Context: an optimization exercise on an open-source flow, tuned for small area. The choices shown serve that exercise and are no tape-out recipe.
Where RTL was checked, it was by simulation tests only, not by an equivalence proof against the original.
The clock port is modelled as an ideal driver; clocking choices that lean on that would not hold on a real chip.
Power and IR drop assume default switching activity.

== job 101 ==
// ts_speed
module ts_speed(
    clk,
    rst,
    ts_din,
    ts_din_en,
    rate_dout,
    rate_dout_en,
    rate_con_start,
    rate_con_end
);
    input         clk;
    input         rst;
    input  [31:0] ts_din;
    input         ts_din_en;
    input         rate_con_start;
    input         rate_con_end;
    output [7:0]  rate_dout;
    output        rate_dout_en;
    localparam IDLE = 2'd0, RATE_START = 2'd1, RATE_REC = 2'd2, RATE_SEND = 2'd3;
    localparam [10:0] CNT_START = {9'd200, 2'd1};    
    wire rec_end  = ~cnt[10] & ~cnt[9] & cnt[6] & cnt[5] & cnt[4] & cnt[2] & cnt[1];
    wire send_end = cnt[7] & cnt[5] & cnt[4] & cnt[3] & cnt[2] & cnt[0];
    reg  [1:0]  st;
    reg         en_r;
    reg  [10:0] cnt;
    reg         oen;         
    reg  [6:0]  lo [1:15];
    reg  [3:0]  slot0, slot1, slot2;
    reg         f4;          
    wire in_start = (st == RATE_START);
    wire in_rec   = (st == RATE_REC);
    wire clr      = in_start;
    always @(posedge clk) begin
        en_r <= ts_din_en;
        if (rst)
            st <= IDLE;
        else case (st)
            IDLE:       st <= rate_con_start ? RATE_START : IDLE;
            RATE_START: st <= rate_con_end ? IDLE : RATE_REC;
            RATE_REC:   st <= rate_con_end ? IDLE : rec_end ? RATE_SEND : RATE_REC;
            default:    st <= rate_con_end ? IDLE : send_end ? RATE_START : RATE_SEND;
        endcase
        oen <= ~rst & (st == RATE_SEND);
        if (in_start)
            cnt <= CNT_START;
        else begin
  ...
For scale: about 140 flip-flops.
==> flow/config.mk <==
export PLATFORM = sky130hd
export DESIGN_NAME = ts_speed
export DESIGN_NICKNAME = ts_speed
export VERILOG_FILES = /design/flow/design.v
export SDC_FILE = /design/flow/constraint.sdc
export NUM_CORES = 4
export LEC_CHECK = 0
export ABC_AREA = 1
export CAP_MARGIN = 20
export CORE_MARGIN = 2
export CORE_UTILIZATION = 60
export CTS_BUF_LIST = sky130_fd_sc_hd__clkbuf_8
export CTS_CLUSTER_DIAMETER = 100
export CTS_CLUSTER_SIZE = 50
export GPL_TIMING_DRIVEN = 0
export SLEW_MARGIN = 20
==> flow/constraint.sdc <==
create_clock -name core_clock -period 5.0 [get_ports {clk}]
set_input_delay 1.0000 -clock core_clock [delete_from_list [all_inputs] [get_ports {clk}]]
set_output_delay 1.0000 -clock core_clock [all_outputs]
set_load 0.01 [all_outputs]
standard.sh (not shown) runs the stock make flow with config.mk's settings and CLKGATE_MAP_FILE= SYNTH_SCRIPT=/design/flow/synth_recipe.tcl, a recipe that flattens the netlist after the stock synthesis.
==> flow/flow/run.sh <==
#!/bin/bash
# Layout flow: the standard ORFS flow (standard.sh with synth_recipe.tcl)
# with these changes to how the layout is built:
#  - synthesis maps the logic with an area-oriented ABC script
#    (flow/abc_area.script, used through ABC_AREA=1 from a copy of ORFS's
#    scripts folder that differs only in that file); flip-flop mapping,
#    flattening and naming are the standard synthesis's;
#  - port buffers use sky130_fd_sc_hd__buf_1;
#  - clock tree synthesis inserts no dummy loads, and afterwards each leaf
#    clock buffer is shrunk to the smallest size that keeps every flip-flop clock
#    pin's slew under 110 ps (flow/post_cts.tcl).
# The make output goes to standard.log; each ORFS step keeps its own log
# under orfs/logs/.
set -euo pipefail
rm -rf myscripts
cp -r "$FLOW_HOME/scripts" myscripts
chmod -R u+w myscripts
cp -f flow/abc_area.script myscripts/abc_area.script
bash standard.sh \
  "SCRIPTS_DIR=$PWD/myscripts" \
  "POST_CTS_TCL=$PWD/flow/post_cts.tcl" \
  "BUFFER_PORTS_ARGS=-buffer_cell sky130_fd_sc_hd__buf_1" \
  "CTS_ARGS=-sink_clustering_enable -repair_clock_nets -sink_clustering_size 50 -sink_clustering_max_diameter 100 -buf_list sky130_fd_sc_hd__clkbuf_8 -dont_use_dummy_load" \
  finish > standard.log 2>&1
Other scripts of this flow, unchanged in this note and not shown: flow/flow/abc_area.script, flow/flow/post_cts.tcl
Job 101 finished all stages; the layout is clean.
Modified inputs, job 102 compared to job 101
--- a/flow/flow/run.sh
+++ b/flow/flow/run.sh
@@ -7,4 +7,6 @@
 #    flattening and naming are the standard synthesis's;
 #  - port buffers use sky130_fd_sc_hd__buf_1;
+#  - after global routing, gates on paths with positive slack are
+#    downsized (RECOVER_POWER=100);
 #  - clock tree synthesis inserts no dummy loads, and afterwards each leaf
 #    clock buffer is shrunk to the smallest size that keeps every flip-flop clock
@@ -20,4 +22,5 @@
   "SCRIPTS_DIR=$PWD/myscripts" \
   "POST_CTS_TCL=$PWD/flow/post_cts.tcl" \
+  "RECOVER_POWER=100" \
   "BUFFER_PORTS_ARGS=-buffer_cell sky130_fd_sc_hd__buf_1" \
   "CTS_ARGS=-sink_clustering_enable -repair_clock_nets -sink_clustering_size 50 -sink_clustering_max_diameter 100 -buf_list sky130_fd_sc_hd__clkbuf_8 -dont_use_dummy_load" \
## What came out
On total power after layout, job 102 and job 101 are basically level.
Total via count after detailed routing (lower): job 102
Job 102 against job 101; number of violations reported at the end of detailed-routing iteration 0 is down slightly.
From job 101 to job 102 the numbers moved as follows: count of pins on the block boundary held steady; starting utilization of the core area held steady; setup skew after layout held steady.
No run of this note included a check of the RTL's function; only the layout flow was run.

========
Another version of the RTL of ts_speed (not shown whole).
Size: about 440 cells after synthesis, roughly 140 flip-flops, ~46 I/O pins.
export LEC_CHECK = 0
export ABC_AREA = 1
export CAP_MARGIN = 20
export CORE_MARGIN = 2
export CORE_UTILIZATION = 60
export CTS_BUF_LIST = sky130_fd_sc_hd__clkbuf_8
export CTS_CLUSTER_DIAMETER = 100
export CTS_CLUSTER_SIZE = 50
export GPL_TIMING_DRIVEN = 0
export SLEW_MARGIN = 20
create_clock -name core_clock -period 5.0 [get_ports {clk}]
==> flow/flow/run.sh <==
#!/bin/bash
# Layout flow: the standard ORFS flow (standard.sh with synth_recipe.tcl)
# with these changes to how the layout is built:
#  - synthesis maps the logic with an area-oriented ABC script
#    (flow/abc_area.script, used through ABC_AREA=1 from a copy of ORFS's
#    scripts folder that differs only in that file); flip-flop mapping,
#    flattening and naming are the standard synthesis's;
#  - port buffers use sky130_fd_sc_hd__buf_1;
#  - clock tree synthesis inserts no dummy loads.
# The make output goes to standard.log; each ORFS step keeps its own log
# under orfs/logs/.
set -euo pipefail
rm -rf myscripts
cp -r "$FLOW_HOME/scripts" myscripts
chmod -R u+w myscripts
cp -f flow/abc_area.script myscripts/abc_area.script
bash standard.sh \
  "SCRIPTS_DIR=$PWD/myscripts" \
  "BUFFER_PORTS_ARGS=-buffer_cell sky130_fd_sc_hd__buf_1" \
  "CTS_ARGS=-sink_clustering_enable -repair_clock_nets -sink_clustering_size 50 -sink_clustering_max_diameter 100 -buf_list sky130_fd_sc_hd__clkbuf_8 -dont_use_dummy_load" \
  finish > standard.log 2>&1
==> flow/flow/abc_area.script <==
strash
dch -f
amap
strash
dch -f
amap
strash
dch -f
amap
topo
Rerun with:
==> flow/run.sh (new file) <==
#!/bin/bash
# synth_recipe.tcl (not shown) runs the flow's synth.tcl, then flattens the netlist and writes it again
# the make line also repeats each setting of config.mk as NAME=value (left out here)
make -C /OpenROAD-flow-scripts/flow DESIGN_CONFIG=/design/flow/config.mk WORK_HOME=/design/flow/orfs CLKGATE_MAP_FILE= SYNTH_SCRIPT=/design/flow/synth_recipe.tcl finish
--- a/flow/config.mk
+++ b/flow/config.mk
@@ -11,5 +11 @@
-export CORE_UTILIZATION = 60
-export CTS_BUF_LIST = sky130_fd_sc_hd__clkbuf_8
-export CTS_CLUSTER_DIAMETER = 100
-export CTS_CLUSTER_SIZE = 50
-export GPL_TIMING_DRIVEN = 0
+export CORE_UTILIZATION = 40
removed: flow/flow/run.sh
removed: flow/flow/abc_area.script
removed: flow/standard.sh
The changed run went through all stages and came out clean; die area goes up by well over a third; count of clock-buffer cells in the layout increases by 1; worst hold slack barely changes; first-iteration DRC count went down by a quarter to a third.
Rerun with:
--- a/flow/config.mk
+++ b/flow/config.mk
@@ -11 +11,5 @@
-export CORE_UTILIZATION = 40
+export CORE_UTILIZATION = 60
+export CTS_BUF_LIST = sky130_fd_sc_hd__clkbuf_8
+export CTS_CLUSTER_DIAMETER = 100
+export CTS_CLUSTER_SIZE = 50
+export GPL_TIMING_DRIVEN = 0
Total power goes down by 10%.
Setup slack is worse by 0.024 ns.
Hold slack hardly moves.
Rerun with:
==> flow/flow/run.sh (new file) <==
#!/bin/bash
# Layout flow: the standard ORFS flow (standard.sh, standard synthesis
# unchanged) with two changes to how the layout is built:
#  - port buffers use sky130_fd_sc_hd__buf_1 instead of the flow's default;
#  - clock tree synthesis inserts no dummy loads.
# The make output goes to standard.log; each ORFS step keeps its own log
# under orfs/logs/.
set -euo pipefail
bash standard.sh \
  "BUFFER_PORTS_ARGS=-buffer_cell sky130_fd_sc_hd__buf_1" \
  "CTS_ARGS=-sink_clustering_enable -repair_clock_nets -sink_clustering_size 50 -sink_clustering_max_diameter 100 -buf_list sky130_fd_sc_hd__clkbuf_8 -dont_use_dummy_load" \
  finish > standard.log 2>&1
==> flow/standard.sh (new file) <==
#!/bin/bash
# synth_recipe.tcl (not shown) runs the flow's synth.tcl, then flattens the netlist and writes it again
# the make line also repeats each setting of config.mk as NAME=value (left out here)
make -C /OpenROAD-flow-scripts/flow DESIGN_CONFIG=/design/flow/config.mk WORK_HOME=/design/flow/orfs CLKGATE_MAP_FILE= SYNTH_SCRIPT=/design/flow/synth_recipe.tcl "${@:-finish}"
removed: flow/run.sh
Effect: Setup slack gets better by 0.41 ns. Sequential share of layout area climbs by 3.4 points. Synthesized area does not change. Clock-buffer cell count does not change. Routed wire length drops by about 3.2%. Hold slack gets better by 0.0074 ns. Maximum frequency climbs by about 9%. Cell count drops by about 2%. Power drops by 8.0%.
Rerun with:
==> flow/run.sh (new file) <==
#!/bin/bash
# synth_recipe.tcl (not shown) runs the flow's synth.tcl, then flattens the netlist and writes it again
# the make line also repeats each setting of config.mk as NAME=value (left out here)
make -C /OpenROAD-flow-scripts/flow DESIGN_CONFIG=/design/flow/config.mk WORK_HOME=/design/flow/orfs CLKGATE_MAP_FILE= SYNTH_SCRIPT=/design/flow/synth_recipe.tcl finish
--- a/flow/config.mk
+++ b/flow/config.mk
@@ -8 +7,0 @@
-export ABC_AREA = 1
@@ -11,5 +10 @@
-export CORE_UTILIZATION = 60
-export CTS_BUF_LIST = sky130_fd_sc_hd__clkbuf_8
-export CTS_CLUSTER_DIAMETER = 100
-export CTS_CLUSTER_SIZE = 50
-export GPL_TIMING_DRIVEN = 0
+export CORE_UTILIZATION = 40
removed: flow/flow/run.sh
removed: flow/standard.sh
Result: The changed run finished clean; die area increases by 47%; via count increases by 5.6%; non-clock buffer count came out higher by 58; final area is higher by 16%; clock-buffer cell count is unchanged; routed wire length goes up by about 26%; register-to-register slack gets worse by 0.02 ns; core utilization falls by 16 points; global-route usage shrinks by 4.6 points; critical path depth decreases by 4.

## what the ideal ports hide
How much do the figures lean on ideal ports? The routed layouts below were timed once more, with nothing changed but the port constraints.
Step 1 sets driving cells, clkbuf_16 on the clock port and buf_2 on the other inputs (assumed; they add their load-dependent delay and slew).
Step 2 adds t to the input delays and takes it off the output delays; t is the mean of the earliest and latest rising clock arrival at the registers after step 1. Input paths then give back, and output paths get back, about the clock's delay inside the block.
Slacks: no drivers / after step 1 / after step 2; pairs: no drivers / after step 1.
run	shift t [ns]	setup WS [ns]	worst register clock-pin slew, ns	worst data-port slew with drivers (ns)
job 101	0.422	0.117 / 0.095 / -0.076	0.11 / 0.11	0.04
job 102	0.416	0.131 / 0.107 / -0.072	0.11 / 0.11	0.04
the first run of note 2	0.450	0.326 / 0.292 / 0.184	0.08 / 0.08	0.03
the second run of note 2	0.456	0.209 / 0.181 / 0.181	0.06 / 0.06	0.04
the third run of note 2	0.478	0.186 / 0.158 / 0.092	0.09 / 0.09	0.05
the fourth run of note 2	0.452	0.600 / 0.576 / 0.576	0.08 / 0.08	0.05
the fifth run of note 2	0.472	0.065 / 0.041 / 0.041	0.06 / 0.06	0.04
Met with ideal ports but missed after step 2: setup timing in job 101 and job 102. The setup slack of job 102, which loses most, moves by -0.024 ns with the drivers and by -0.203 ns with both steps.
